What follows belongs to an exercise in optimizing a design on an open flow for small area, a short achievable clock period and few clock cycles per item; a production flow would make more cautious choices.
At most, simulation tests tie the RTL to the original design; equivalence was not proved.

job 101:
==> module gcd_coprocessor, before the edit <==
module gcd_coprocessor #( parameter W = 16 ) (
  input clk,
  input reset,
  input operands_val,
  input [W-1:0] operands_bits_A,
  input [W-1:0] operands_bits_B,
  output operands_rdy,
  output result_val,
  output [W-1:0] result_bits,
  input result_rdy
);
  function [3:0] ctz(input [W-1:0] v);
    integer i;
    begin
      ctz = 4'd0;
      for (i = W - 1; i >= 0; i = i - 1)
        if (v[i]) ctz = i;
    end
  endfunction
  reg [W-1:0] A, B;
  reg [3:0]   k;       
  reg         fin;     
  reg         busy;
  wire [W-1:0] xab = A ^ B;
  wire eq   = ~|xab;
  wire bz   = ~|B;
  wire kz   = (k == 4'd0);
  wire stop = eq | fin;
  wire done = busy & stop & kz;
  assign result_val   = done;
  assign result_bits  = A;
  assign operands_rdy = ~busy | (done & result_rdy);
  wire load = operands_val & operands_rdy;
  wire both_even = ~A[0] & ~B[0];
  wire         sub = B[0] | bz;
  wire [W:0]   d = {1'b0, A} - {1'b0, B};
  wire         neg = d[W];
  wire [W-1:0] y = sub ? xab : B;         
  wire [3:0]   tz = ctz(y);
  wire         big = tz[3];               
  wire [2:0]   s = both_even ? 3'd1 : (big ? 3'd7 : tz[2:0]);
  wire [W-1:0] f = d[W-1:0] ^ {W{neg}};   
  wire [W-1:0] g = sub ? f : B;
  wire [W-1:0] bnext = (g >> s) | {{(W-1){1'b0}}, sub & neg};
  wire flip = sub & neg & big;
  wire swap = B[0] & (~A[0] | ~neg | big);
  always @(posedge clk or posedge reset) begin
    if (reset) begin
      busy <= 1'b0;
    end else if (load) begin
      busy <= 1'b1;
    end else if (done & result_rdy) begin
      busy <= 1'b0;
    end
  end
  wire a_load = load;
  wire a_shl  = ~load & busy & stop & ~kz;
  wire a_shr  = ~load & busy & ~stop & both_even;
  wire a_swp  = ~load & busy & ~stop & ~both_even & swap;
  wire a_hold = ~(a_load | a_shl | a_shr | a_swp);
  wire b_new  = ~load & busy & ~stop;
  wire b_hold = ~(load | b_new);
  wire [W-1:0] anext = ({W{a_load}} & operands_bits_A) | ({W{a_shl}} & (A << 1))
                     | ({W{a_shr}} & (A >> 1)) | ({W{a_swp}} & B) | ({W{a_hold}} & A);
  wire [W-1:0] bnext2 = ({W{load}} & operands_bits_B) | ({W{b_new & ~flip}} & bnext)
                      | ({W{b_new & flip}} & A) | ({W{b_hold}} & B);
  wire k_dec = a_shl;
  wire k_inc = a_shr;
  wire [3:0] knext = ({4{k_dec}} & (k - 4'd1)) | ({4{k_inc}} & (k + 4'd1))
                   | ({4{~load & ~k_dec & ~k_inc}} & k);
  wire finnext = ~load & (fin | a_shl);
  always @(posedge clk) begin
    A <= anext;
    B <= bnext2;
    k   <= knext;
    fin <= finnext;
  end
endmodule
clock: 5.0 ns
lec_check: 0
abc_area: 1
cap_margin: 20
cell_pad_in_sites_detail_placement: 0
cell_pad_in_sites_global_placement: 1
core_area: 5 5 95 95
die_area: 0 0 100 100
place_density: 0.85
setup_slack_margin: 1.5
slew_margin: 20
standard.sh (not shown) runs the stock make flow with config.mk's settings and CLKGATE_MAP_FILE= SYNTH_SCRIPT=/design/flow/synth_recipe.tcl, a recipe that flattens the netlist after the stock synthesis.
==> flow/flow/run.sh <==
#!/bin/bash
# The standard layout (the standard.sh on all ORFS steps), with the port
# buffers that global placement inserts made the smallest buffer cell
# (sky130_fd_sc_hd__buf_1) instead of the delay buffer buffer_ports picks by
# itself. Every input and output port still gets its own buffer.
set -euo pipefail
export BUFFER_PORTS_ARGS="-buffer_cell sky130_fd_sc_hd__buf_1"
bash standard.sh > run_standard.log 2>&1
Modified inputs, job 105 compared to job 101
==> flow/design.v <==
module gcd_coprocessor #( parameter W = 16 ) (
  input clk,
  input reset,
  input operands_val,
  input [W-1:0] operands_bits_A,
  input [W-1:0] operands_bits_B,
  output operands_rdy,
  output result_val,
  output [W-1:0] result_bits,
  input result_rdy
);
  function [3:0] ctz(input [W-1:0] v);
    integer i;
    begin
      ctz = 4'd0;
      for (i = W - 1; i >= 0; i = i - 1)
        if (v[i]) ctz = i;
    end
  endfunction
  reg [W-1:0] A, B;
  reg [3:0]   k;       
  reg         fin;     
  reg         busy;
  wire [W-1:0] xab = A ^ B;
  wire eq   = ~|xab;
  wire bz   = ~|B;
  wire kz   = (k == 4'd0);
  wire stop = eq | fin;
  wire done = busy & stop & kz;
  assign result_val   = done;
  assign result_bits  = A;
  assign operands_rdy = ~busy | (done & result_rdy);
  wire load = operands_val & operands_rdy;
  wire both_even = ~A[0] & ~B[0];
  wire         sub = B[0] | bz;
  wire [W:0]   d = {1'b0, A} - {1'b0, B};
  wire         neg = d[W];
  wire [W-1:0] y = sub ? xab : B;         
  wire [3:0]   s = both_even ? 4'd1 : ctz(y);
  wire [W-1:0] f = d[W-1:0] ^ {W{neg}};   
  wire [W-1:0] g = sub ? f : B;
  wire [W-1:0] bnext = (g >> s) | {{(W-1){1'b0}}, sub & neg};
  wire swap = B[0] & (~A[0] | ~neg);
  always @(posedge clk or posedge reset) begin
    if (reset) begin
      busy <= 1'b0;
    end else if (load) begin
      busy <= 1'b1;
    end else if (done & result_rdy) begin
      busy <= 1'b0;
    end
  end
  wire a_load = load;
  wire a_shl  = ~load & busy & stop & ~kz;
  wire a_shr  = ~load & busy & ~stop & both_even;
  wire a_swp  = ~load & busy & ~stop & ~both_even & swap;
  wire a_hold = ~(a_load | a_shl | a_shr | a_swp);
  wire b_new  = ~load & busy & ~stop;
  wire b_hold = ~(load | b_new);
  wire [W-1:0] anext = ({W{a_load}} & operands_bits_A) | ({W{a_shl}} & (A << 1))
                     | ({W{a_shr}} & (A >> 1)) | ({W{a_swp}} & B) | ({W{a_hold}} & A);
  wire [W-1:0] bnext2 = ({W{load}} & operands_bits_B) | ({W{b_new}} & bnext) | ({W{b_hold}} & B);
  wire k_dec = a_shl;
  wire k_inc = a_shr;
  wire [3:0] knext = ({4{k_dec}} & (k - 4'd1)) | ({4{k_inc}} & (k + 4'd1))
                   | ({4{~load & ~k_dec & ~k_inc}} & k);
  wire finnext = ~load & (fin | a_shl);
  always @(posedge clk) begin
    A <= anext;
    B <= bnext2;
    k   <= knext;
    fin <= finnext;
  end
endmodule
Findings:
Job 105 went all the way through synthesis, placement and routing and the layout is clean on timing, DRC and antenna.
Comparing job 105 and job 101, clock buffer instance count of the final layout is lower on job 101.
Going from job 101 to job 105, the fraction of standard cell area in multi-input logic was found to have gone up by 0.25 points.
Re worst-skew pair later-pin latency: job 101 was higher than job 105.
Higher gate count after technology mapping was reported by job 105, not job 101.
Job 105 vs job 101, post-cts sizing count went down by 1.
Looking only at final core utilization, and setting everything else aside, the higher value of job 105 and job 101 goes to job 105.
NOTE maximum number of pins on one net before global-route repair job 101->job 105 decreased by a few percent
Taking job 101 as the reference, in job 105 setup slack of the critical path after layout now sits higher; number of non-clock buffers lost 1; initial DRC count went down.
Testbench counts of job 105, summed over its fixed seeds: cycles 6,282, items 512.
Only the layout flow was run in job 101; the RTL was not checked for function there.

-- static timing again, ports no longer ideal --
The flow's constraints put no driver on any port. The routed layouts listed below were extracted and timed again, unchanged, in two steps. Step 1 assumes that a clkbuf_16 drives the clock port and a buf_2 every other input. Step 2, shift: input delay + t, output delay - t, t = (earliest + latest rising clock arrival at the registers) / 2. This alone moves slack from input paths to output paths. Three values: ideal ports, drivers, drivers and shift; two values: the first two.
| run | shift t [ns] | setup WS [ns] | hold slack, ns | worst setup path after step 2 | pins driven straight from the clock port |
|---|---|---|---|---|---|
| job 101 | 0.333 | 1.627 / 1.594 / 1.662 | 0.493 / 0.488 / 0.541 | register to register | 1 |
| job 105 | 0.319 | 1.685 / 1.654 / 1.724 | 0.490 / 0.490 / 0.490 | register to register | 1 |
After both steps setup and hold are still met in every run listed.
